This design comes from an exercise in tuning for small area and a short achievable clock period on the open sky130 flow, not from production work.
Function was checked by simulation only, so behaviour that the tests miss may differ from the original.

==> flow/design.v, too long to show whole: its modules and the start of the top module <==
// module notch_filter_q15: 17422 lines
// module nf_x2: 3 lines
// module nf_ha: 4 lines
// module nf_fa: 4 lines
module notch_filter_q15 (
    input logic clk,
    input logic reset,
    input logic signed [15:0] x_in,
    output logic signed [15:0] y_out,
    input logic signed [15:0] b0,
    input logic signed [15:0] b1,
    input logic signed [15:0] b2,
    input logic signed [15:0] a1,
    input logic signed [15:0] a2
);
  // ...
==> flow/flow/run.sh <==
#!/bin/bash
# The standard layout (standard.sh), with two changes to how it is made:
#  - every input and output port still gets its own buffer, but a plain
#    buf_1 (the resizer upsizes it where timing needs it) instead of the
#    clkdlybuf4s50_1 that buffer_ports picks by default;
#  - timing repair aims at a setup margin of 6.5 ns.
# Clock period, constraints and the synthesis are the standard flow's own.
export BUFFER_PORTS_ARGS="-buffer_cell sky130_fd_sc_hd__buf_1"
export SETUP_SLACK_MARGIN=6.5
bash standard.sh > standard.log 2>&1
==> flow/standard.sh <==
#!/bin/bash
# synth_recipe.tcl (not shown) runs the flow's synth.tcl, then flattens the netlist and writes it again
# the make line also repeats each setting of config.mk as NAME=value (left out here)
make -C /OpenROAD-flow-scripts/flow DESIGN_CONFIG=/design/flow/config.mk WORK_HOME=/design/flow/orfs CLKGATE_MAP_FILE= SYNTH_SCRIPT=/design/flow/synth_recipe.tcl "${@:-finish}"
==> flow/config.mk <==
export PLATFORM = sky130hd
export DESIGN_NAME = notch_filter_q15
export DESIGN_NICKNAME = notch_filter_q15
export VERILOG_FILES = /design/flow/design.v
export SDC_FILE = /design/flow/constraint.sdc
export NUM_CORES = 4
export LEC_CHECK = 0
export ABC_AREA = 1
export CAP_MARGIN = 20
export CORE_MARGIN = 2
export CORE_UTILIZATION = 55
export CTS_BUF_LIST = sky130_fd_sc_hd__clkbuf_4 sky130_fd_sc_hd__clkbuf_8
export SLEW_MARGIN = 20
export SYNTH_HIERARCHICAL = 1
export SYNTH_MINIMUM_KEEP_SIZE = 0
==> flow/constraint.sdc <==
create_clock -name core_clock -period 20.5 [get_ports {clk}]
set_input_delay 4.1000 -clock core_clock [delete_from_list [all_inputs] [get_ports {clk}]]
set_output_delay 4.1000 -clock core_clock [all_outputs]
set_load 0.01 [all_outputs]
==> run summary, run 1 <==
status no timing/DRC/antenna violations; placed wire-length estimate approximately 110000 µm; Post-Synth Simple-Gate Area under 10%; final hold violation count 0; largest family of logic cells by synthesized area adder cells; pin slew with the least headroom to its limit around 1.2 ns; Hold WC Path Type flop to flop; Slew headroom approximately 23%; Worst Slack Setup Final about 6.7 ns; leading post-synthesis cells by instance count xor2_1 (1012), o22ai_1 (966), fa_1 (796), clkbuf_1 (399), nand2_1 (373); Non-clock buffers between 300 and 400; WHS Path Cells 0; Synth Area in Adders between 40% and 50%; FF+latch count 68; Main synth FF type dfrtp_1; reg2reg start w1[23]; met2 usage around three fifths; CP Buf/Inv Count 8; Tot GR Track Use a little under two fifths; FFs w/ async S/R, synth 100%; Pre-antenna DRT Iters 9; WS Path Type input pin to flop; setup violators final 0; reg2reg path depth 40; met1 Resource Use GR about half; worst slack at placement roughly 4.6 ns; Seq/total area under 10%; Pins Over Slew Limit 0; Fmax approximately 0.072 GHz; Routed Antenna Nets 0; Post-Layout Cell Count about 6000; PortBufs between 100 and 150; commonest non-fill, non-tap cell in the layout xor2_1; Filler Cell Count 7161; Mapped Area roughly 45000 µm²; Metal-1 WL between 60000 and 70000 µm; layout cells sized above 1 around 10%; highest metal used met5; Vias/cell about 6.6; Hold WS between 0.3 and 0.4 ns
==> run 2, diff against run 1 <==
==> flow/flow/run.sh (replaced) <==
#!/bin/bash
# The standard layout (standard.sh), with two changes to how it is made:
#  - every input and output port still gets its own buffer, but a plain
#    buf_1 (the resizer upsizes it where timing needs it) instead of the
#    clkdlybuf4s50_1 that buffer_ports picks by default;
#  - timing repair aims at a setup margin of 5 ns.
# Clock period, constraints and the synthesis are the standard flow's own.
export BUFFER_PORTS_ARGS="-buffer_cell sky130_fd_sc_hd__buf_1"
export SETUP_SLACK_MARGIN=5
bash standard.sh > standard.log 2>&1
==> run 2 against run 1 <==
  * Still clean
  * Die area unchanged
  * Utilization down 2.8 points
  * Sequential cell count unchanged
  * Final cell count is 1.6% lower
  * Worst hold slack got worse by 0.0013 ns
  * Via count decreased by 2.7%
  * Maximum frequency decreased by 8.0%
  * Routed wire length fell by 3.6%
  * Register-to-register slack worse by 0.51 ns
==> run summary, run 2 <==
Vias/cell 6.55 (-1.0%); register area share after synthesis under 10%; nets@finish about 6000; die area approximately 83000 µm²; layout cells sized above 1 5.88% (-4.3 points); synth top area cells fa_1 (36%), xor2_1 (20%), o22ai_1 (14%); Finished Cell Area ~46000 µm²; global-route wire length before repair 237000 µm; status no timing/DRC/antenna violations; WHS Path Cells 0 (unchanged); PortBufs 113 (unchanged); most frequent cells in the layout xor2_1 (1012), o22ai_1 (966), fa_1 (796), nand2_1 (371), ha_1 (315); Pins Over Slew Limit 0 (unchanged); Diodes inserted 0; Hold WS 0.380 ns (-0.00130 ns); Crit path largest cell delay between 0.5 and 0.6 ns; CTS tree done; Storage cell area between 1500 and 2000 µm²; Worst Slack Setup Final 5.49 ns (-1.21 ns); routed length per instance 26.3 µm; CP required 20.80 ns; placed insts around 5800; via count around 38000; pin slew with the least headroom to its limit 1.12 ns (-0.0309 ns); Syn Area/Cell just under 9 µm²; pin count of the biggest net entering global routing around 70; Final period util about 73%; H-tree depth 3; # IOs 114; Hold WC Path Type flop to flop; Synth area leader fa_1; reg2reg path depth 36 (-10%); number of global-route vias before repair between 30000 and 40000; reg2reg end yq[0]; reg2reg start w1[21]; clk buf depth 2; Die H ~290 µm; Core Region approximately 80000 µm²; Total Wirelength roughly 150000 µm; Period minus WS final 15.01 ns; count leader, synth xor2_1; layout overhead on the synthesized area 2.99%; Post-Layout Cell Count 5853 (-1.6%); HP Start w1[16]; WS Path Type input pin to flop; RSZ-0062 raised after global routing false; FFs w/ async S/R, synth 100% (unchanged); final hold violation count 0 (unchanged); area share of the largest cell type after synthesis 35.7%; Mapped Area 44600 µm² (unchanged); Filler Cell Count 7405 (+3.4%); Pre-antenna DRT Iters 6 (-3); final setup TNS 0 ns; Max FO, Critical Path 35; clk sink count 68; Fmax 0.0666 GHz (-8.0%); Main synth FF type dfrtp_1; Worst EP arrival roughly 15 ns; number of enable flip-flop cells after synthesis 0; WHS Endpoint w2[16]; Reg clk slew, reported paths 0.08 ns; drt initial violations between 3000 and 4000; Slew headroom 25.0% (+2.1 points); worst slack at placement 4.59 ns (unchanged); Routed Antenna Nets 0 (unchanged); CP endpoint kind flop; Starting Density 55.5%; Regs by FF count w1 (32), w2 (32), yq (4); Std-Cell Rows about 100; Mapped Cells 4994; Yosys cell types 61; Tot GR Track Use 37.2% (-0.068 points); Top cell by count, worst path fa_1; placed wire-length estimate 111000 µm (unchanged); leading post-synthesis cells by instance count xor2_1 (1012), o22ai_1 (966), fa_1 (796), clkbuf_1 (399), nand2_1 (373); global route total overflow 0; TritonCTS Buffers 9; slowest CP cell nor4b_1; root buf cell clkbuf_8; placed instance area 45700 µm²; post-synthesis net count roughly 6200; Yosys reg bits slightly below 70; startpoint types input pin; GPL Wtd Cong 0.945; R2R setup slack ~9.4 ns; setup violators final 0 (unchanged); antenna violations before repair 5; commonest non-fill, non-tap cell in the layout xor2_1; Layout Skew 0.0115 ns; DRC viols 0; Synth warnings 7; die extent in x between 200 and 300 µm; Max Cap Viol 0; worst skew pair latency 0.37 ns; multi-input logic area a little over 40000 µm²
run 2: what timing repair did:
| item | in CTS | in global routing |
|---|---|---|
| gates cloned | 0 | 1 |
| hold buffers | 0 | 0 |
| setup endpoints to repair | 2 | 4 |
| gates resized for setup | 1 | 12 |
| setup buffers | 0 | 0 |
run 2: final cells by class:
| class | count | area share [%] |
|---|---|---|
| Clock buffer | 10 | 0.286 |
| Clock inverter | 6 | 0.139 |
| Inverter | 254 | 2.09 |
| Multi-Input combinational cell | 4200 | 87.6 |
| Sequential cell | 68 | 3.70 |
| Tap cell | 1060 | 2.89 |
| Timing Repair Buffer | 254 | 3.32 |
| Timing Repair inverter | 1 | 0.0109 |
run 2: worst max path at each step:
| stage | from | to | cells past startpoint |
|---|---|---|---|
| floorplan | a1[7] | yq[0] | 40 |
| global placement | a1[0] | yq[1] | 38 |
| detailed placement | a1[0] | yq[0] | 40 |
| CTS | a2[0] | yq[1] | 40 |
| global route | a2[1] | yq[3] | 39 |
| finish | a2[1] | yq[0] | 40 |
run 2: kinds of logic after synthesis:
kind of cell / count (synthesis) / synth area share (%)
AO/OA/AOI/OAI: 1242 / 17.3
XOR/XNOR: 1042 / 20.4
adder cells (fa/ha/maj): 1112 / 44.6
buffers and inverters: 726 / 6.27
flip-flops: 68 / 3.81
AND/OR/NAND/NOR: 804 / 7.66
run 2: per-module statistics from Yosys (local to each module, per instance):
module	flip-flops and latches	area [µm²]	copies in the design
nf_fa	0	20.0	796
nf_ha	0	12.5	273
notch_filter_q15	68	25300	1
run 2: through the flow:
step	utilization (%)
6_report	57.2
3_3_place_gp	56.9
4_1_cts	57.1
5_1_grt	57.2
3_5_place_dp	56.9
2_1_floorplan	-
run 2: worst max-delay path, delay by kind of cell:
| family | cells | cell delay [ns] |
|---|---|---|
| xor gates and xnor gates | 3 | 0.58 |
| adders and majority gates | 13 | 5.88 |
| and+or+nand+nor | 15 | 2.64 |
| AOI/OAI and AO/OA | 3 | 0.65 |
| buffers and inverters | 6 | 1.41 |
run 2: per-layer routing:
| layer | global-route usage, % | routed length (µm) | vias to the layer above |
|---|---|---|---|
| li1 | - | - | 16694 |
| met1 | 49.4 | 61000 | 19207 |
| met2 | 59.0 | 70600 | 2037 |
| met3 | 7.35 | 14600 | 413 |
| met4 | 17.2 | 7930 | 2 |
| met5 | 0 | 7 | - |
==> run 3, diff against run 2 <==
==> flow/flow/run.sh (replaced) <==
#!/bin/bash
# The standard layout (standard.sh), with two changes to how it is made:
#  - every input and output port still gets its own buffer, but a plain
#    buf_1 (the resizer upsizes it where timing needs it) instead of the
#    clkdlybuf4s50_1 that buffer_ports picks by default;
#  - timing repair aims at a setup margin of 7.5 ns.
# Clock period, constraints and the synthesis are the standard flow's own.
export BUFFER_PORTS_ARGS="-buffer_cell sky130_fd_sc_hd__buf_1"
export SETUP_SLACK_MARGIN=7.5
bash standard.sh > standard.log 2>&1
==> run 3 against run 2 <==
  * Worst hold slack about the same
  * Routed wire length rose by 4.1%
  * Critical path depth up 3
==> run summary, run 3 <==
via count 39577 (+3.2%); CTS tree done; number of enable flip-flop cells after synthesis 0 (unchanged); FFs w/ async S/R, synth 100% (unchanged); layout cells sized above 1 14.1% (+8.2 points); drt initial violations 3909 (-0.81%); XOR/XNOR Fraction of Synth Area 20.4% (unchanged); area share of the largest cell type after synthesis 35.7% (unchanged); mux cell area share after synthesis 0% (unchanged); Pre-antenna DRT Iters 6 (unchanged); Fmax 0.0741 GHz (+11%); Layout Skew 0.0272 ns (+0.0156 ns); Diodes inserted 0 (unchanged); Vias/cell 6.61 (+0.81%); clk sink count 68 (unchanged); antenna violations before repair 1 (-4); Starting Density 55.5% (unchanged); Filler Cell Count 6987 (-5.6%); Top cell by count, worst path fa_1; synth top area cells fa_1 (36%), xor2_1 (20%), o22ai_1 (14%); Crit path largest cell delay 0.58 ns (about the same); H-tree depth 3 (unchanged); Tot GR Track Use 37.9% (+0.64 points); pin count of the biggest net entering global routing 69 (unchanged); Total Wirelength 161000 µm (+4.1%); global route total overflow 0 (unchanged); Main synth FF type dfrtp_1; Synth warnings 7 (unchanged); CP endpoint kind flop; register area share after synthesis 3.81% (unchanged); nets@finish 6135 (+2.3%); pin slew with the least headroom to its limit 1.25 ns (+0.129 ns); global-route wire length before repair 243000 µm (+2.4%); Routed Antenna Nets 0 (unchanged); Regs by FF count w1 (32), w2 (32), yq (4); Post-Layout Cell Count 5991 (+2.4%); CTS Hold Bufs 0 (unchanged); Syn Area/Cell 8.94 µm² (unchanged); post-synthesis compound-gate area fraction 17.3% (unchanged); final setup TNS 0 ns (unchanged); Worst EP arrival 13.83 ns (-1.48 ns); number of global-route vias before repair 40253 (+2.3%); Final period util 65.9% (-7.4 points); Mapped Area 44600 µm² (unchanged); Max FO, Critical Path 6 (-83%); TritonCTS Buffers 9 (unchanged); Hold WC Path Type flop to flop; setup violators final 0 (unchanged); # IOs 114 (unchanged); Pins Over Slew Limit 0 (unchanged); routed length per instance 26.8 µm (+1.7%); placed wire-length estimate 107000 µm (-2.9%); die area 83400 µm² (unchanged); RSZ-0062 raised after global routing true; Final Util 61.8% (+4.7 points); WS Path Type input pin to flop; layout overhead on the synthesized area 11.4%; placed insts 5815 (-0.36%); most frequent cells in the layout xor2_1 (1001), o22ai_1 (941), fa_1 (702), nand2_1 (325), ha_1 (300); Post-Synth Simple-Gate Area 7.66% (unchanged); DRC viols 0 (unchanged); commonest non-fill, non-tap cell in the layout xor2_1; CP required 20.83 ns (+0.03 ns); Synth Area in Adders 44.6% (unchanged); post-synthesis net count 6203 (unchanged); Yosys reg bits 68 (unchanged); Std-Cell Rows 104 (unchanged); die extent in x 289 µm (unchanged); count leader, synth xor2_1; root buf cell clkbuf_8; largest family of logic cells by synthesized area adder cells; Reg clk slew, reported paths 0.11 ns (+0.03 ns); GPL Wtd Cong 0.940 (-0.47%); slowest CP cell fa_2; Synth area leader fa_1; Mapped Cells 4994 (unchanged); Core Region 80400 µm² (unchanged); clk buf depth 2 (unchanged); PortBufs 113 (unchanged); Slew headroom 15.9% (-9.1 points); Max Cap Viol 0 (unchanged); Period minus WS final 13.50 ns (-1.51 ns); Die H 289 µm (unchanged); leading post-synthesis cells by instance count xor2_1 (1012), o22ai_1 (966), fa_1 (796), clkbuf_1 (399), nand2_1 (373); worst skew pair latency 0.40 ns (+0.03 ns); Yosys cell types 61 (unchanged); startpoint types input pin; status no timing/DRC/antenna violations; final hold violation count 0 (unchanged)
run 3: cell counts after synthesis:
Identical to the previous run, type by type.
run 3: routing by layer:
layer  vias up  part of all wire (%)  global-route usage [%]
met5         -                     0                       0
met4         0                   5.3                    17.4
met3       528                   9.8                    7.40
met2      2276                    46                    60.0
met1     19777                    39                    50.4
li1      16996                     -                       -
run 3: per-module statistics from Yosys, one instance, submodules excluded:
module / copies in the design / flip-flops and latches
nf_ha: 273 / 0
nf_fa: 796 / 0
notch_filter_q15: 1 / 68
run 3: final timing paths:
path                           to  cells past startpoint  slack (ns)    from
max                         yq[3]                     43        7.00   a2[9]
min                        w2[11]                      0        0.38  w1[11]
max reg2reg                 yq[2]                     36        9.79  w1[19]
min reg2reg                w2[11]                      0        0.38  w1[11]
max in group asynchronous   w2[6]                      3       15.93   reset
min in group asynchronous  w1[26]                      3        3.93   reset
run 3: final cells by class:
cell class / count / area [µm²] / share of cell area, %
Inverter: 254 / 983 / 1.98
Timing Repair Buffer: 384 / 3570 / 7.19
Clock buffer: 9 / 124 / 0.249
Multi-Input combinational cell: 4207 / 41900 / 84.3
Tap cell: 1060 / 1330 / 2.67
Clock inverter: 7 / 82.6 / 0.166
Timing Repair inverter: 2 / 12.5 / 0.0252
Sequential cell: 68 / 1700 / 3.42
run 3: metrics by stage:
| step | hold WS (ns) | worst slack, ns | area, µm² |
|---|---|---|---|
| after detailed placement | 0.365 | 4.81 | 45900 |
| final | 0.380 | 7.00 | 49700 |
| after floorplan | 0.354 | 7.39 | 45300 |
| after global placement | 0.367 | 4.95 | 45900 |
| after CTS | 0.373 | 7.09 | 48400 |
| after global routing | 0.388 | 6.70 | 49700 |
run 3: cells by family after synthesis:
| logic type | after synthesis |
|---|---|
| simple gates | 804 |
| xor+xnor | 1042 |
| buf+inv | 726 |
| flops | 68 |
| compound gates | 1242 |
| fa+ha+maj | 1112 |
run 3: critical path, delay by kind of cell:
kind / cells / cell delay [ns]
adders and majority gates: 12 / 5.30
and+or+nand+nor: 13 / 1.83
AOI/OAI and AO/OA: 8 / 1.06
buffers and inverters: 6 / 0.84
xor gates and xnor gates: 4 / 0.67
run 3: repair_timing:
item,4_1_cts,5_1_grt
pin swaps,81,95
resized for setup,226,177
gates cloned,21,10
endpoints found under the setup margin,7,4
buffers inserted,90,39
==> run 4, diff against run 3 <==
==> flow/flow/run.sh (replaced) <==
#!/bin/bash
# The standard layout (standard.sh), with two changes to how it is made:
#  - every input and output port still gets its own buffer, but a plain
#    buf_1 (the resizer upsizes it where timing needs it) instead of the
#    clkdlybuf4s50_1 that buffer_ports picks by default;
#  - timing repair aims at a setup margin of 7 ns.
# Clock period, constraints and the synthesis are the standard flow's own.
export BUFFER_PORTS_ARGS="-buffer_cell sky130_fd_sc_hd__buf_1"
export SETUP_SLACK_MARGIN=7
bash standard.sh > standard.log 2>&1
==> run 4 against run 3 <==
  * Synthesized cell count did not move
  * Sequential cell count did not move
  * Still clean
==> run summary, run 4 <==
status no timing/DRC/antenna violations; Synth area leader fa_1; HP Start w1[5]; Pins Over Slew Limit 0 (unchanged); final setup TNS 0 ns (unchanged); placed insts 5832 (+0.29%); nets@finish 6177 (+0.68%); Pre-antenna DRT Iters 8 (+2); Regs by FF count w1 (32), w2 (32), yq (4); PortBufs 113 (unchanged); FFs w/ async S/R, synth 100% (unchanged); Vias/cell 6.67 (+1.0%); Max Cap Viol 0 (unchanged); CP startpoint a1[3]; clk sink count 68 (unchanged); Synth warnings 7 (unchanged); Worst Slack Setup Final 6.85 ns (-0.152 ns); reg2reg start w1[23]; area share of the largest cell type after synthesis 35.7% (unchanged); Yosys reg bits 68 (unchanged); Finished Cell Area 50000 µm² (+0.53%); count leader, synth xor2_1; layout cells sized above 1 14.8% (+0.71 points); Fmax 0.0733 GHz (-1.1%); startpoint types input pin; Final period util 66.6% (+0.74 points); placed wire-length estimate 110000 µm (+2.7%); commonest non-fill, non-tap cell in the layout xor2_1; leading post-synthesis cells by instance count xor2_1 (1012), o22ai_1 (966), fa_1 (796), clkbuf_1 (399), nand2_1 (373); GPL Wtd Cong 0.930 (-1.1%); Core Region 80400 µm² (unchanged); root buf cell clkbuf_8; WS Path Type input pin to flop; placed instance area 45700 µm² (-0.50%); global route total overflow 0 (unchanged); die area 83400 µm² (unchanged); Routed Antenna Nets 0 (unchanged); Max FO, Critical Path 6 (unchanged); Worst EP arrival 13.90 ns (+0.07 ns); final hold violation count 0 (unchanged); global-route wire length before repair 246000 µm (+1.3%); Syn Area/Cell 8.94 µm² (unchanged); Yosys cell types 61 (unchanged); Crit path largest cell delay 0.58 ns (about the same); number of global-route vias before repair 40026 (-0.56%); TritonCTS Buffers 9 (unchanged); Die H 289 µm (unchanged); Total Wirelength 165000 µm (+2.7%); worst skew pair latency 0.37 ns (-0.03 ns); register area share after synthesis 3.81% (unchanged); Hold WC Path Type flop to flop; post-synthesis net count 6203 (unchanged); DRC viols 0 (unchanged); Tot GR Track Use 38.8% (+0.89 points); Mapped Area 44600 µm² (unchanged); CP endpoint kind flop; routed length per instance 27.3 µm (+2.0%); pin count of the biggest net entering global routing 69 (unchanged); pin slew with the least headroom to its limit 1.20 ns (-0.0481 ns); via count 40256 (+1.7%); Starting Density 55.5% (unchanged); Layout Skew 0.0200 ns (-0.00715 ns); worst slack at placement 4.74 ns (-0.0756 ns); CTS tree done; Top cell by count, worst path fa_1; number of enable flip-flop cells after synthesis 0 (unchanged); # IOs 114 (unchanged); slowest CP cell fa_2; Slew headroom 19.6% (+3.7 points); Diodes inserted 0 (unchanged); most frequent cells in the layout xor2_1 (1003), o22ai_1 (939), fa_1 (706), nand2_1 (326), ha_1 (300); clk buf depth 2 (unchanged); setup violators final 0 (unchanged); RSZ-0062 raised after global routing true; die extent in x 289 µm (unchanged); Post-Layout Cell Count 6033 (+0.70%); Mapped Cells 4994 (unchanged); layout overhead on the synthesized area 12.0%; Main synth FF type dfrtp_1; Std-Cell Rows 104 (unchanged); drt initial violations 4742 (+21%); Reg clk slew, reported paths 0.09 ns (-0.02 ns); Period minus WS final 13.65 ns (+0.152 ns); synth top area cells fa_1 (36%), xor2_1 (20%), o22ai_1 (14%); antenna violations before repair 6 (+5); CP required 20.75 ns (-0.08 ns); H-tree depth 3 (unchanged)
[run 4: cell count changes in the layout (fill, tap and decap cells not counted), sizes merged]
cell	delta
inv	-1
clkbuf	-4
clkinvlp	-2
bufbuf	+6
a21oi	-3
nand2	+1
clkinv	+1
buf	+44
[run 4: through the flow]
stage                     hold WS [ns]  utilization (%)
after floorplan                  0.354                -
after global placement           0.360             56.8
after detailed placement         0.361             56.8
after CTS                        0.361             59.9
after global routing             0.375             62.2
final                            0.365             62.2
[run 4: kinds of logic (layout without fill, tap and decap cells)]
kind of cell | Yosys count | count (layout) | share of synthesized area [%]
compound gates | 1242 | 1242 | 17.3
fa+ha+maj | 1112 | 1112 | 44.6
xor+xnor | 1042 | 1042 | 20.4
simple gates | 804 | 809 | 7.66
buf+inv | 726 | 700 | 6.27
flops | 68 | 68 | 3.81
[run 4: modules after synthesis (local to each module, per instance)]
module / copies in the design / cell area (µm²) / cells inside / flip-flops and latches
notch_filter_q15: 1 / 25300 / 3925 / 68
nf_fa: 796 / 20.0 / 1 / 0
nf_ha: 273 / 12.5 / 1 / 0
[run 4: worst max-delay path, delay by kind of cell]
family | cells | cell delay (ns)
XOR/XNOR | 4 | 0.74
AO/OA/AOI/OAI | 9 | 1.38
buffers and inverters | 8 | 1.16
adder cells (fa/ha/maj) | 12 | 5.25
AND/OR/NAND/NOR | 10 | 1.25
[run 4: what timing repair did]
action                                  CTS  global route
hold buffers                              0             0
endpoints found under the setup margin    4             4
setup buffers                            56            94
pin swaps                                43           133
gates resized for setup                 254           223
gates cloned                             25            10
[run 4: area by class of cell]
cell class | instances | area, µm²
repair buffers | 429 | 4020
well taps | 1060 | 1330
multi-input cells | 4205 | 41800
inverters | 254 | 973
clock inverters | 6 | 63.8
flip-flops and latches | 68 | 1700
repair inverters | 1 | 7.51
clock buffers | 10 | 131
fillers | 6873 | 30400
[run 4: worst paths after layout]
| kind | end | slack [ns] | depth (start not counted) |
|---|---|---|---|
| setup / recovery | yq[3] | 6.85 | 43 |
| hold / removal | w2[5] | 0.37 | 0 |
| setup reg to reg | yq[3] | 9.84 | 41 |
| hold reg to reg | w2[5] | 0.37 | 0 |
| max in group asynchronous | w1[10] | 15.91 | 3 |
| min in group asynchronous | w1[31] | 3.94 | 3 |
[run 4: layer usage]
metal	up-vias	track usage, %	part of all wire (%)	wire length, µm
met3	612	9.01	11	18300
met5	-	0	0.016	27
met1	20041	51.0	38	62500
met2	2535	61.1	45	74800
li1	17064	-	-	-
met4	4	17.3	5.6	9270
==> run 5, diff against run 4 <==
==> flow/flow/run.sh (replaced) <==
#!/bin/bash
# The standard layout (standard.sh), with two changes to how it is made:
#  - every input and output port still gets its own buffer, but a plain
#    buf_1 (the resizer upsizes it where timing needs it) instead of the
#    clkdlybuf4s50_1 that buffer_ports picks by default;
#  - timing repair aims at a setup margin of 5.5 ns.
# Clock period, constraints and the synthesis are the standard flow's own.
export BUFFER_PORTS_ARGS="-buffer_cell sky130_fd_sc_hd__buf_1"
export SETUP_SLACK_MARGIN=5.5
bash standard.sh > standard.log 2>&1
==> run 5 against run 4 <==
  * Worst hold slack improved by 0.014 ns
  * Critical path depth decreased by 3
  * Final cell count decreased by 2.9%
  * Sequential share of layout area increased by 0.29 points
  * Utilization decreased by 4.8 points
  * Register-to-register slack got worse by 0.29 ns
  * Maximum frequency decreased by 5.2%
  * Synthesized area unchanged
==> run summary, run 5 <==
layout overhead on the synthesized area 3.33%; layout cells sized above 1 6.21% (-8.6 points); final hold violation count 0 (unchanged); global-route wire length before repair 237000 µm (-3.6%); Max Cap Viol 0 (unchanged); commonest non-fill, non-tap cell in the layout xor2_1; Vias/cell 6.59 (-1.2%); status no timing/DRC/antenna violations; Tot GR Track Use 37.2% (-1.5 points); CTS tree done; Top cell by count, worst path fa_1; pin slew with the least headroom to its limit 1.13 ns (-0.0746 ns); root buf cell clkbuf_8; count leader, synth xor2_1; Finished Cell Area 46100 µm² (-7.7%); reg2reg path depth 36 (-12%); Synth warnings 7 (unchanged); Slew headroom 24.2% (+4.6 points); die extent in x 289 µm (unchanged); XOR/XNOR Fraction of Synth Area 20.4% (unchanged); Syn Area/Cell 8.94 µm² (unchanged); Regs by FF count w1 (32), w2 (32), yq (4); antenna violations before repair 6 (unchanged); Yosys reg bits 68 (unchanged); Hold WC Path Type flop to flop; Synth Area in Adders 44.6% (unchanged); placed wire-length estimate 111000 µm (+0.19%); Die H 289 µm (unchanged); Mapped Cells 4994 (unchanged); WHS Path Cells 0 (unchanged); reg2reg end yq[3]; largest family of logic cells by synthesized area adder cells; Std-Cell Rows 104 (unchanged); placed insts 5836 (+0.069%); global route total overflow 0 (unchanged); reg2reg start w1[23]; Post-Synth Simple-Gate Area 7.66% (unchanged); WS Path Type input pin to flop; nets@finish 6003 (-2.8%); startpoint types input pin; Pins Over Slew Limit 0 (unchanged); TritonCTS Buffers 9 (unchanged); final setup TNS 0 ns (unchanged); R2R setup slack 9.55 ns (-0.29 ns); slowest CP cell fa_1; Mapped Area 44600 µm² (unchanged); DRC viols 0 (unchanged); Synth area leader fa_1; Crit path largest cell delay 0.58 ns (about the same); WHS Endpoint w2[17]; Core Region 80400 µm² (unchanged); post-synthesis compound-gate area fraction 17.3% (unchanged); clk sink count 68 (unchanged); Worst EP arrival 14.66 ns (+0.76 ns); Pre-antenna DRT Iters 6 (-2); RSZ-0062 raised after global routing false; routed length per instance 26.4 µm (-3.5%); Reg clk slew, reported paths 0.08 ns (about the same); pin count of the biggest net entering global routing 69 (unchanged); CP required 20.76 ns (about the same); setup violators final 0 (unchanged); post-synthesis net count 6203 (unchanged); GPL Wtd Cong 0.945 (+1.6%); placed instance area 45700 µm² (about the same); Starting Density 55.5% (unchanged); Final period util 70.2% (+3.7 points); HP Start w1[17]; Max FO, Critical Path 29 (+23); number of global-route vias before repair 39338 (-1.7%); PortBufs 113 (unchanged); Layout Skew 0.0125 ns (-0.00750 ns); via count 38620 (-4.1%); area share of the largest cell type after synthesis 35.7% (unchanged); synth top area cells fa_1 (36%), xor2_1 (20%), o22ai_1 (14%); number of enable flip-flop cells after synthesis 0 (unchanged); mux cell area share after synthesis 0% (unchanged); CP endpoint kind flop; Fmax 0.0694 GHz (-5.2%); clk buf depth 2 (unchanged); Routed Antenna Nets 0 (unchanged); die area 83400 µm² (unchanged); register area share after synthesis 3.81% (unchanged); Total Wirelength 155000 µm (-6.2%); Period minus WS final 14.40 ns (+0.750 ns); # IOs 114 (unchanged); FFs w/ async S/R, synth 100% (unchanged); worst skew pair latency 0.37 ns (about the same); leading post-synthesis cells by instance count xor2_1 (1012), o22ai_1 (966), fa_1 (796), clkbuf_1 (399), nand2_1 (373); Yosys cell types 61 (unchanged); drt initial violations 3700 (-22%); Main synth FF type dfrtp_1; most frequent cells in the layout xor2_1 (1012), o22ai_1 (966), fa_1 (796), nand2_1 (364), ha_1 (315); Post-Layout Cell Count 5861 (-2.9%); H-tree depth 3 (unchanged)
==> run 5: cell counts after synthesis <==
No cell type changed its count.
==> run 5: timing repair <==
item	4_1_cts	5_1_grt
hold buffers	0	0
endpoints found under the setup margin	4	4
buffers inserted	0	5
resized for setup	6	38
cloned	0	2
==> run 5: routing by layer <==
metal | vias to the layer above | routed length [µm] | track usage, %
met3 | 413 | 15200 | 7.31
met5 | - | 7 | 0
li1 | 16712 | - | -
met2 | 2176 | 71000 | 59.0
met1 | 19317 | 60800 | 49.4
met4 | 2 | 7670 | 17.2
==> run 5: layout make-up <==
class / count / area, µm²
multi-input combinational: 4200 / 40300
inverter: 254 / 965
clock buffer: 10 / 131
timing repair inverter: 2 / 10.0
fill: 7397 / 34300
antenna: 2 / 5.00
timing repair buffer: 259 / 1620
tap: 1060 / 1330
sequential: 68 / 1700
clock inverter: 6 / 63.8
==> run 5: critical path: cells and delay by family <==
kind | cells | cell delay [ns]
xor gates and xnor gates | 2 | 0.40
and+or+nand+nor | 11 | 1.21
adders and majority gates | 13 | 5.85
buffers and inverters | 6 | 1.49
AOI/OAI and AO/OA | 8 | 1.56
==> run 5: per-module statistics from Yosys, one instance, submodules excluded <==
module            flip-flops and latches  cell area (µm²)  copies in the design  cells
nf_fa                                  0             20.0                   796      1
nf_ha                                  0             12.5                   273      1
notch_filter_q15                      68            25300                     1   3925
==> run 5: stage by stage <==
step / setup slack [ns] / hold WS (ns) / util [%]
2_1_floorplan: 6.74 / 0.354 / -
6_report: 6.10 / 0.379 / 57.4
3_3_place_gp: 4.81 / 0.361 / 56.9
3_5_place_dp: 4.59 / 0.363 / 56.9
4_1_cts: 5.50 / 0.379 / 57.1
5_1_grt: 5.51 / 0.389 / 57.3
==> run 5: cell families after synthesis <==
kind of cell | Yosys count
compound gates | 1242
fa+ha+maj | 1112
xor+xnor | 1042
simple gates | 804
buf+inv | 726
flops | 68
==> run 5: how the worst max path moves through the flow <==
stage,cells past startpoint,slack (ns),end,start
2_1_floorplan,40,6.74,yq[0],a1[7]
3_3_place_gp,38,4.81,yq[1],a1[0]
3_5_place_dp,40,4.59,yq[0],a1[0]
4_1_cts,40,5.50,yq[1],a1[0]
5_1_grt,41,5.51,yq[3],a2[9]
6_report,40,6.10,yq[3],a2[9]
==> run 6, diff against run 5 <==
==> flow/flow/run.sh (replaced) <==
#!/bin/bash
# The standard layout (standard.sh), with two changes to how it is made:
#  - every input and output port still gets its own buffer, but a plain
#    buf_1 (the resizer upsizes it where timing needs it) instead of the
#    clkdlybuf4s50_1 that buffer_ports picks by default;
#  - timing repair aims at a setup margin of 6 ns.
# Clock period, constraints and the synthesis are the standard flow's own.
export BUFFER_PORTS_ARGS="-buffer_cell sky130_fd_sc_hd__buf_1"
export SETUP_SLACK_MARGIN=6
bash standard.sh > standard.log 2>&1
--- a/flow/config.mk
+++ b/flow/config.mk
@@ -8,7 +8,7 @@
 export ABC_AREA = 1
 export CAP_MARGIN = 20
 export CORE_MARGIN = 2
-export CORE_UTILIZATION = 55
+export CORE_UTILIZATION = 45
 export CTS_BUF_LIST = sky130_fd_sc_hd__clkbuf_4 sky130_fd_sc_hd__clkbuf_8
 export SLEW_MARGIN = 20
 export SYNTH_HIERARCHICAL = 1
==> run 6 against run 5 <==
  * Non-clock buffer count grew 1
  * Setup slack gained 0.38 ns
  * Global-route usage shrank 7.1 points
  * Highest routed layer unchanged
  * First-iteration DRC count shrank 7.8%
  * Routed wire length is essentially flat
  * Critical path depth shrank 3
  * Worst hold slack lost 0.0016 ns
==> run summary, run 6 <==
CTS tree done; setup violators final 0 (unchanged); Top cell by count, worst path fa_1; Fmax 0.0713 GHz (+2.7%); Crit path largest cell delay 0.55 ns (-0.03 ns); Period minus WS final 14.02 ns (-0.379 ns); H-tree depth 3 (unchanged); pin count of the biggest net entering global routing 69 (unchanged); number of enable flip-flop cells after synthesis 0 (unchanged); HP Start w1[5]; Hold WC Path Type flop to flop; Total Wirelength 155000 µm (about the same); CP endpoint kind flop; Synth area leader fa_1; Max Cap Viol 0 (unchanged); slowest CP cell fa_1; antenna violations before repair 6 (unchanged); Regs by FF count w1 (32), w2 (32), yq (4); # IOs 114 (unchanged); register area share after synthesis 3.81% (unchanged); GPL Wtd Cong 0.932 (-1.4%); Layout Skew 0.0236 ns (+0.0111 ns); layout overhead on the synthesized area 4.92%; RSZ-0062 raised after global routing false; commonest non-fill, non-tap cell in the layout xor2_1; WHS Endpoint w2[5]; CP required 20.78 ns (+0.02 ns); nets@finish 6005 (+0.033%); reg2reg path depth 41 (+14%); status no timing/DRC/antenna violations; synth top area cells fa_1 (36%), xor2_1 (20%), o22ai_1 (14%); reg2reg end yq[1]; drt initial violations 3412 (-7.8%); placed wire-length estimate 110000 µm (-0.77%); Filler Cell Count 9354 (+26%); Tot GR Track Use 30.1% (-7.1 points); Synth warnings 7 (unchanged); Std-Cell Rows 115 (+11%); Reg clk slew, reported paths 0.08 ns (about the same); reg2reg start w1[23]; number of global-route vias before repair 39551 (+0.54%); Mapped Area 44600 µm² (unchanged); PortBufs 113 (unchanged); Mapped Cells 4994 (unchanged); worst skew pair latency 0.37 ns (about the same); Starting Density 45.4% (-10 points); Yosys reg bits 68 (unchanged); startpoint types input pin; layout cells sized above 1 6.69% (+0.48 points); die extent in x 319 µm (+10%); count leader, synth xor2_1; Yosys cell types 61 (unchanged); post-synthesis net count 6203 (unchanged); Vias/cell 6.32 (-4.2%); Syn Area/Cell 8.94 µm² (unchanged); routed length per instance 25.4 µm (-3.7%); DRC viols 0 (unchanged); R2R setup slack 9.84 ns (+0.29 ns); die area 102000 µm² (+22%); FFs w/ async S/R, synth 100% (unchanged); Main synth FF type dfrtp_1; clk buf depth 2 (unchanged); Max FO, Critical Path 35 (+21%); final setup TNS 0 ns (unchanged); global-route wire length before repair 239000 µm (+0.96%); global route total overflow 0 (unchanged); clk sink count 68 (unchanged); via count 38455 (-0.43%); TritonCTS Buffers 9 (unchanged); root buf cell clkbuf_8; Slew headroom 25.2% (+1.0 points); Routed Antenna Nets 0 (unchanged); Worst EP arrival 14.30 ns (-0.36 ns); area share of the largest cell type after synthesis 35.7% (unchanged); most frequent cells in the layout xor2_1 (1012), o22ai_1 (966), fa_1 (788), nand2_1 (358), ha_1 (314); Die H 319 µm (+10%); Pre-antenna DRT Iters 6 (unchanged); WS Path Type input pin to flop; pin slew with the least headroom to its limit 1.11 ns (-0.0166 ns); Final period util 68.4% (-1.8 points); Core Region 98300 µm² (+22%); WHS Path Cells 0 (unchanged); leading post-synthesis cells by instance count xor2_1 (1012), o22ai_1 (966), fa_1 (796), clkbuf_1 (399), nand2_1 (373); Pins Over Slew Limit 0 (unchanged); final hold violation count 0 (unchanged)
[run 6: cell counts after synthesis]
No cell type changed its count.
[run 6: worst max path at each step]
| stage | startpoint | cells after the start | endpoint |
|---|---|---|---|
| final | a2[3] | 37 | yq[0] |
| after global routing | a2[3] | 44 | yq[0] |
| after CTS | a2[3] | 44 | yq[0] |
| after detailed placement | a2[0] | 40 | yq[1] |
| after global placement | a2[0] | 40 | yq[1] |
| after floorplan | a1[7] | 40 | yq[0] |
[run 6: stage by stage]
stage	setup WS, ns	instance area, µm²	cells	hold WS [ns]	utilization, %
after floorplan	6.74	44600	4994	0.354	-
after global placement	4.89	45900	6052	0.356	46.7
after detailed placement	4.61	45900	6052	0.361	46.7
after CTS	6.05	46200	6071	0.380	47.1
after global routing	5.96	46800	6088	0.402	47.6
final	6.48	46800	6089	0.377	47.6
[run 6: timing repair]
action	4_1_cts	5_1_grt
hold buffers	0	0
setup endpoints to repair	4	4
pin swaps	0	2
gates resized for setup	28	100
gates cloned	2	5
setup buffers	1	11
[run 6: kinds of logic (layout without fill, tap and decap cells)]
logic type | Yosys count | in the layout | share of synthesized area, %
XOR/XNOR | 1042 | 1042 | 20.4
adder cells (fa/ha/maj) | 1112 | 1112 | 44.6
AO/OA/AOI/OAI | 1242 | 1242 | 17.3
buffers and inverters | 726 | 533 | 6.27
other | 0 | 1 | 0
flip-flops | 68 | 68 | 3.81
AND/OR/NAND/NOR | 804 | 804 | 7.66
[run 6: critical path: cells and delay by family]
kind | cells | cell delay, ns
adders and majority gates | 13 | 5.71
and+or+nand+nor | 10 | 1.76
AOI/OAI and AO/OA | 6 | 1.32
buffers and inverters | 5 | 0.72
xor gates and xnor gates | 3 | 0.64
[run 6: cell type report]
type | count | area, µm² | share of cell area, %
flip-flops and latches | 68 | 1700 | 3.63
clock buffers | 9 | 124 | 0.265
clock inverters | 7 | 80.1 | 0.171
inverters | 254 | 968 | 2.07
multi-input cells | 4200 | 40400 | 86.3
repair inverters | 3 | 22.5 | 0.0481
repair buffers | 260 | 1890 | 4.03
diodes | 1 | 2.50 | 0.00534
well taps | 1287 | 1610 | 3.44
[run 6: Yosys stat by module, one instance, submodules excluded]
module            cells inside  cell area [µm²]
nf_fa                        1             20.0
nf_ha                        1             12.5
notch_filter_q15          3925            25300
[run 6: routing by layer]
layer	vias to the layer above	track usage, %	routed length, µm
met5	-	0	77
met4	6	12.8	7480
met3	419	5.60	13800
met2	1995	48.7	72100
met1	19327	39.6	61300
li1	16708	-	-
==> run 7, diff against run 6 <==
--- a/flow/config.mk
+++ b/flow/config.mk
@@ -8,7 +8,7 @@
 export ABC_AREA = 1
 export CAP_MARGIN = 20
 export CORE_MARGIN = 2
-export CORE_UTILIZATION = 45
+export CORE_UTILIZATION = 65
 export CTS_BUF_LIST = sky130_fd_sc_hd__clkbuf_4 sky130_fd_sc_hd__clkbuf_8
 export SLEW_MARGIN = 20
 export SYNTH_HIERARCHICAL = 1
==> run 7 against run 6 <==
  * Utilization grew 20 points
  * Cell area shrank 1.4%
  * Still clean
  * Non-clock buffer count is 1 lower
  * Critical endpoint is now yq[3]
  * Global-route usage increased by 13 points
  * Die area shrank 30%
  * Routed wire length shrank 2.2%
  * Synthesized cell count unchanged
  * Critical path depth increased by 1
  * Final cell count shrank 6.7%
  * Critical path type unchanged
  * Setup slack lost 0.15 ns
==> run summary, run 7 <==
Pre-antenna DRT Iters 6 (unchanged); Main synth FF type dfrtp_1; root buf cell clkbuf_8; Max FO, Critical Path 31 (-11%); final hold violation count 0 (unchanged); Post-Layout Cell Count 5682 (-6.7%); final setup TNS 0 ns (unchanged); count leader, synth xor2_1; Pins Over Slew Limit 0 (unchanged); Layout Skew 0.0193 ns (-0.00428 ns); Vias/cell 6.89 (+9.0%); CP Buf/Inv Count 3 (-2); setup violators final 0 (unchanged); Worst Slack Setup Final 6.33 ns (-0.149 ns); CTS Hold Bufs 0 (unchanged); Max Cap Viol 0 (unchanged); area share of the largest cell type after synthesis 35.7% (unchanged); pin slew with the least headroom to its limit 1.14 ns (+0.0292 ns); Reg clk slew, reported paths 0.09 ns (about the same); number of enable flip-flop cells after synthesis 0 (unchanged); layout cells sized above 1 6.48% (-0.21 points); clk buf depth 2 (unchanged); Hold WC Path Type flop to flop; CTS tree done; status no timing/DRC/antenna violations; # IOs 114 (unchanged); global route total overflow 0 (unchanged); Std-Cell Rows 96 (-17%); number of global-route vias before repair 39791 (+0.61%); Regs by FF count w1 (32), w2 (32), yq (4); Top cell by count, worst path fa_1; antenna violations before repair 3 (-3); R2R setup slack 9.55 ns (-0.29 ns); reg2reg start w1[23]; clk sink count 68 (unchanged); leading post-synthesis cells by instance count xor2_1 (1012), o22ai_1 (966), fa_1 (796), clkbuf_1 (399), nand2_1 (373); Filler Cell Count 5766 (-38%); GPL Wtd Cong 0.975 (+4.7%); via count 39123 (+1.7%); Yosys cell types 61 (unchanged); WS Path Type input pin to flop; placed insts 5648 (-6.7%); slowest CP cell fa_1; Die H 266 µm (-17%); Starting Density 65.3% (+20 points); Tot GR Track Use 42.7% (+13 points); WHS Endpoint w2[17]; global-route wire length before repair 233000 µm (-2.7%); startpoint types input pin; Yosys reg bits 68 (unchanged); FFs w/ async S/R, synth 100% (unchanged); Worst EP arrival 14.47 ns (+0.17 ns); CP endpoint kind flop; H-tree depth 3 (unchanged); worst slack at placement 4.63 ns (+0.0201 ns); Largest delay share family, worst path adder cells; layout overhead on the synthesized area 3.41%; commonest non-fill, non-tap cell in the layout xor2_1; CP required 20.80 ns (+0.02 ns); Mapped Cells 4994 (unchanged); Syn Area/Cell 8.94 µm² (unchanged); Final period util 69.1% (+0.73 points); Mapped Area 44600 µm² (unchanged); register area share after synthesis 3.81% (unchanged); WHS Path Cells 0 (unchanged); reg2reg path depth 37 (-9.8%); Period minus WS final 14.17 ns (+0.149 ns); PortBufs 113 (unchanged); TritonCTS Buffers 9 (unchanged); nets@finish 6003 (-0.033%); placed wire-length estimate 107000 µm (-2.6%); Crit path largest cell delay 0.58 ns (+0.03 ns); routed length per instance 26.6 µm (+4.9%); Synth area leader fa_1; post-synthesis net count 6203 (unchanged); Slew headroom 23.7% (-1.5 points); most frequent cells in the layout xor2_1 (1012), o22ai_1 (964), fa_1 (794), nand2_1 (357), ha_1 (315); Routed Antenna Nets 0 (unchanged); die area 70800 µm² (-30%); RSZ-0062 raised after global routing false; Total Wirelength 151000 µm (-2.2%); DRC viols 0 (unchanged); Synth warnings 7 (unchanged); Fmax 0.0706 GHz (-1.1%); synth top area cells fa_1 (36%), xor2_1 (20%), o22ai_1 (14%); drt initial violations 4083 (+20%); worst skew pair latency 0.37 ns (about the same); Hold WS 0.389 ns (+0.0114 ns); die extent in x 266 µm (-17%); Core Region 68300 µm² (-30%); HP Start w1[17]; pin count of the biggest net entering global routing 69 (unchanged); reg2reg end yq[3]
==> run 7: cell counts after synthesis <==
No cell type changed its count.
==> run 7: Yosys stat by module, one instance, submodules excluded <==
| module | copies in the design | cell area, µm² |
|---|---|---|
| notch_filter_q15 | 1 | 25300 |
| nf_fa | 796 | 20.0 |
| nf_ha | 273 | 12.5 |
==> run 7: area by class of cell <==
type,instances,area [µm²],share of cell area (%)
Timing Repair Buffer,259,1820,3.93
Clock inverter,7,57.6,0.125
Clock buffer,9,124,0.268
Multi-Input combinational cell,4200,40400,87.5
Sequential cell,68,1700,3.69
Timing Repair inverter,2,15.0,0.0325
Tap cell,882,1100,2.39
Inverter,254,970,2.10
Antenna cell,1,2.50,0.00542
==> run 7: metrics by stage <==
step / utilization (%) / cell area, µm²
2_1_floorplan: - / 44600
3_3_place_gp: 66.5 / 45400
3_5_place_dp: 66.5 / 45400
4_1_cts: 66.9 / 45700
5_1_grt: 67.5 / 46200
6_report: 67.5 / 46200
==> run 7: logic make-up (layout without fill, tap and decap cells) <==
group	Yosys count	count (layout)	synth area share (%)
other cells	0	1	0
fa+ha+maj	1112	1112	44.6
simple gates	804	804	7.66
flops	68	68	3.81
buf+inv	726	531	6.27
xor+xnor	1042	1042	20.4
compound gates	1242	1242	17.3
==> run 7: what timing repair did <==
| item | CTS | global route |
|---|---|---|
| endpoints found under the setup margin | 4 | 4 |
| gates cloned | 2 | 3 |
| pin swaps | 0 | 4 |
| resized for setup | 33 | 74 |
| buffers inserted | 2 | 10 |
==> run 7: worst reg2reg max path: cells and delay by family, from the launching register on <==
kind | cells | cell delay [ns]
adder cells (fa/ha/maj) | 12 | 5.45
AO/OA/AOI/OAI | 9 | 1.97
AND/OR/NAND/NOR | 11 | 1.49
XOR/XNOR | 4 | 0.73
buffers and inverters | 1 | 0.73
flip-flops | 1 | 0.50
==> run 7: worst max path at each step <==
stage	cells after the start	slack, ns	start	end
4_1_cts	45	6.04	a1[1]	yq[1]
3_5_place_dp	39	4.63	a2[1]	yq[1]
6_report	38	6.33	a2[7]	yq[3]
3_3_place_gp	39	4.83	a2[1]	yq[0]
2_1_floorplan	40	6.74	a1[7]	yq[0]
5_1_grt	40	5.89	a2[5]	yq[3]
==> run 7: layer usage <==
metal  GRT usage, %  vias to the layer above  part of all wire (%)  wire [µm]
met3           9.59                      591                    11      16800
met5              0                        -                0.0066         10
li1               -                    16701                     -          -
met4           22.0                        2                   6.0       9130
met2           67.1                     2525                    45      68300
met1           55.7                    19304                    38      57200
==> run 8, diff against run 7 <==
--- a/flow/config.mk
+++ b/flow/config.mk
@@ -8,7 +8,7 @@
 export ABC_AREA = 1
 export CAP_MARGIN = 20
 export CORE_MARGIN = 2
-export CORE_UTILIZATION = 65
+export CORE_UTILIZATION = 55
 export CTS_BUF_LIST = sky130_fd_sc_hd__clkbuf_4 sky130_fd_sc_hd__clkbuf_8
 export SLEW_MARGIN = 20
 export SYNTH_HIERARCHICAL = 1
==> run 8 against run 7 <==
  * Worst hold slack lost 0.011 ns
  * Sequential share of layout area is essentially flat
  * Cell area grew 0.79%
  * Register-to-register slack gained 0.28 ns
  * Largest cell class unchanged
  * Utilization shrank 9.7 points
  * Die area grew 18%
==> run summary, run 8 <==
status no timing/DRC/antenna violations; Layout Skew 0.0126 ns (-0.00667 ns); Pre-antenna DRT Iters 6 (unchanged); synth top area cells fa_1 (36%), xor2_1 (20%), o22ai_1 (14%); CP endpoint kind flop; routed length per instance 26.3 µm (-1.2%); Regs by FF count w1 (32), w2 (32), yq (4); CP Buf/Inv Count 7 (+4); layout cells sized above 1 6.67% (+0.19 points); layout overhead on the synthesized area 4.23%; commonest non-fill, non-tap cell in the layout xor2_1; die area 83400 µm² (+18%); Top cell by count, worst path fa_1; FFs w/ async S/R, synth 100% (unchanged); Reg clk slew, reported paths 0.08 ns (about the same); Starting Density 55.5% (-9.8 points); Synth area leader fa_1; CTS tree done; TritonCTS Buffers 9 (unchanged); via count 38497 (-1.6%); Pins Over Slew Limit 0 (unchanged); Hold WC Path Type flop to flop; Vias/cell 6.55 (-4.8%); register area share after synthesis 3.81% (unchanged); pin count of the biggest net entering global routing 69 (unchanged); GPL Wtd Cong 0.945 (-3.1%); placed wire-length estimate 111000 µm (+3.5%); leading post-synthesis cells by instance count xor2_1 (1012), o22ai_1 (966), fa_1 (796), clkbuf_1 (399), nand2_1 (373); PortBufs 113 (unchanged); number of global-route vias before repair 39430 (-0.91%); Total Wirelength 155000 µm (+2.2%); Largest delay share family, worst path adder cells; CTS Hold Bufs 0 (unchanged); worst skew pair latency 0.38 ns (about the same); slowest CP cell fa_1; Mapped Cells 4994 (unchanged); root buf cell clkbuf_8; clk buf depth 2 (unchanged); Std-Cell Rows 104 (+8.3%); drt initial violations 3940 (-3.5%); Main synth FF type dfrtp_1; Yosys cell types 61 (unchanged); Crit path largest cell delay 0.58 ns (about the same); Fmax 0.0717 GHz (+1.6%); post-synthesis net count 6203 (unchanged); Hold WS 0.378 ns (-0.0106 ns); antenna violations before repair 7 (+4); most frequent cells in the layout xor2_1 (1012), o22ai_1 (966), fa_1 (795), nand2_1 (360), ha_1 (315); Slew headroom 24.9% (+1.2 points); Max Cap Viol 0 (unchanged); Synth warnings 7 (unchanged); CP required 20.77 ns (-0.03 ns); worst slack at placement 4.59 ns (-0.0432 ns); Filler Cell Count 7361 (+28%); pin slew with the least headroom to its limit 1.13 ns (-0.0175 ns); final setup TNS 0 ns (unchanged); Final period util 68.0% (-1.1 points); Diodes inserted 0 (-1); nets@finish 6017 (+0.23%); Routed Antenna Nets 0 (unchanged); H-tree depth 3 (unchanged); RSZ-0062 raised after global routing false; Syn Area/Cell 8.94 µm² (unchanged); global-route wire length before repair 238000 µm (+1.9%); Period minus WS final 13.95 ns (-0.223 ns); number of enable flip-flop cells after synthesis 0 (unchanged); startpoint types input pin; area share of the largest cell type after synthesis 35.7% (unchanged); Mapped Area 44600 µm² (unchanged); Final Util 57.8% (-9.7 points); Worst EP arrival 14.21 ns (-0.26 ns); setup violators final 0 (unchanged); Die H 289 µm (+8.6%); Yosys reg bits 68 (unchanged); global route total overflow 0 (unchanged); Max FO, Critical Path 18 (-42%); clk sink count 68 (unchanged); DRC viols 0 (unchanged); WS Path Type input pin to flop; R2R setup slack 9.83 ns (+0.28 ns); die extent in x 289 µm (+8.6%); final hold violation count 0 (unchanged); Core Region 80400 µm² (+18%); Worst Slack Setup Final 6.55 ns (+0.223 ns); Tot GR Track Use 37.3% (-5.4 points); count leader, synth xor2_1; # IOs 114 (unchanged)
run 8: cell counts after synthesis:
Identical to the previous run, type by type.
run 8: area by class of cell:
type / instances / area [µm²] / area share, %
clock buffer: 10 / 131 / 0.282
multi-input combinational: 4200 / 40400 / 86.8
inverter: 254 / 968 / 2.08
tap: 1060 / 1330 / 2.85
clock inverter: 6 / 63.8 / 0.137
timing repair buffer: 273 / 1950 / 4.19
sequential: 68 / 1700 / 3.66
timing repair inverter: 2 / 12.5 / 0.0269
run 8: cells by family after synthesis:
kind of cell / synth area share [%]
compound gates: 17.3
xor+xnor: 20.4
fa+ha+maj: 44.6
flops: 3.81
simple gates: 7.66
buf+inv: 6.27
run 8: timing repair:
item                       4_1_cts  5_1_grt
pin swaps                        0        1
setup endpoints to repair        4        4
cloned                           2        2
buffers inserted                 1       16
gates resized for setup         24       88
run 8: worst reg2reg max path: cells and delay by family, from the launching register on:
kind                       cells  cell delay, ns
buffers and inverters          4            1.07
and+or+nand+nor               10            1.35
adders and majority gates     13            5.74
AOI/OAI and AO/OA              8            1.46
xor gates and xnor gates       2            0.44
DFF                            1            0.52
run 8: metrics by stage:
step           cell area (µm²)  std cells
2_1_floorplan            44600       4994
3_3_place_gp             45700       5836
3_5_place_dp             45700       5836
4_1_cts                  46000       5855
5_1_grt                  46500       5873
6_report                 46500       5873
run 8: per-layer routing:
metal	track usage, %	wire length (µm)	up-vias
met5	0	33	-
met4	17.3	8080	6
met3	7.84	14800	430
met2	59.2	71000	2047
met1	49.1	60700	19269
li1	-	-	16745
run 8: Yosys stat by module (local to each module, per instance):
module / area [µm²] / cells / flops+latches / copies in the design
nf_fa: 20.0 / 1 / 0 / 796
notch_filter_q15: 25300 / 3925 / 68 / 1
nf_ha: 12.5 / 1 / 0 / 273
run 8: final timing paths:
| check | start | end | depth (start not counted) |
|---|---|---|---|
| setup / recovery | a1[5] | yq[3] | 42 |
| hold / removal | w1[17] | w2[17] | 0 |
| setup reg to reg | w1[23] | yq[3] | 37 |
| hold reg to reg | w1[17] | w2[17] | 0 |
| max in group asynchronous | reset | w2[26] | 3 |
| min in group asynchronous | reset | w1[29] | 3 |

==> static timing again, ports no longer ideal <==
No port has a modelled driver above. Below, the same layouts with a new extraction and two added sets of constraints. Step 1 assumes that a clkbuf_16 drives the clock port and a buf_2 every other input. Step 2 times the ports against the registers' clock, not the clock port: input delays grow and output delays shrink by t, the midpoint of the rising clock arrivals with the driver on. Slacks: ideal ports / drivers / drivers and shift; pairs: ideal ports / drivers.
run | t, ns | slack for setup (ns) | worst setup path after step 2
run 1 | 0.420 | 6.698 / 6.683 / 6.263 | input to register
run 2 | 0.418 | 5.490 / 5.494 / 5.076 | input to register
run 3 | 0.433 | 7.000 / 7.000 / 6.567 | input to register
run 4 | 0.412 | 6.848 / 6.866 / 6.454 | input to register
run 5 | 0.416 | 6.099 / 6.053 / 5.637 | input to register
run 6 | 0.410 | 6.478 / 6.383 / 5.972 | input to register
run 7 | 0.407 | 6.329 / 6.292 / 5.884 | input to register
run 8 | 0.422 | 6.552 / 6.560 / 6.137 | input to register
After both steps every run listed still meets setup and hold. For run 6, which loses most, drivers alone change the setup slack by -0.095 ns; drivers and shift together by -0.506 ns.
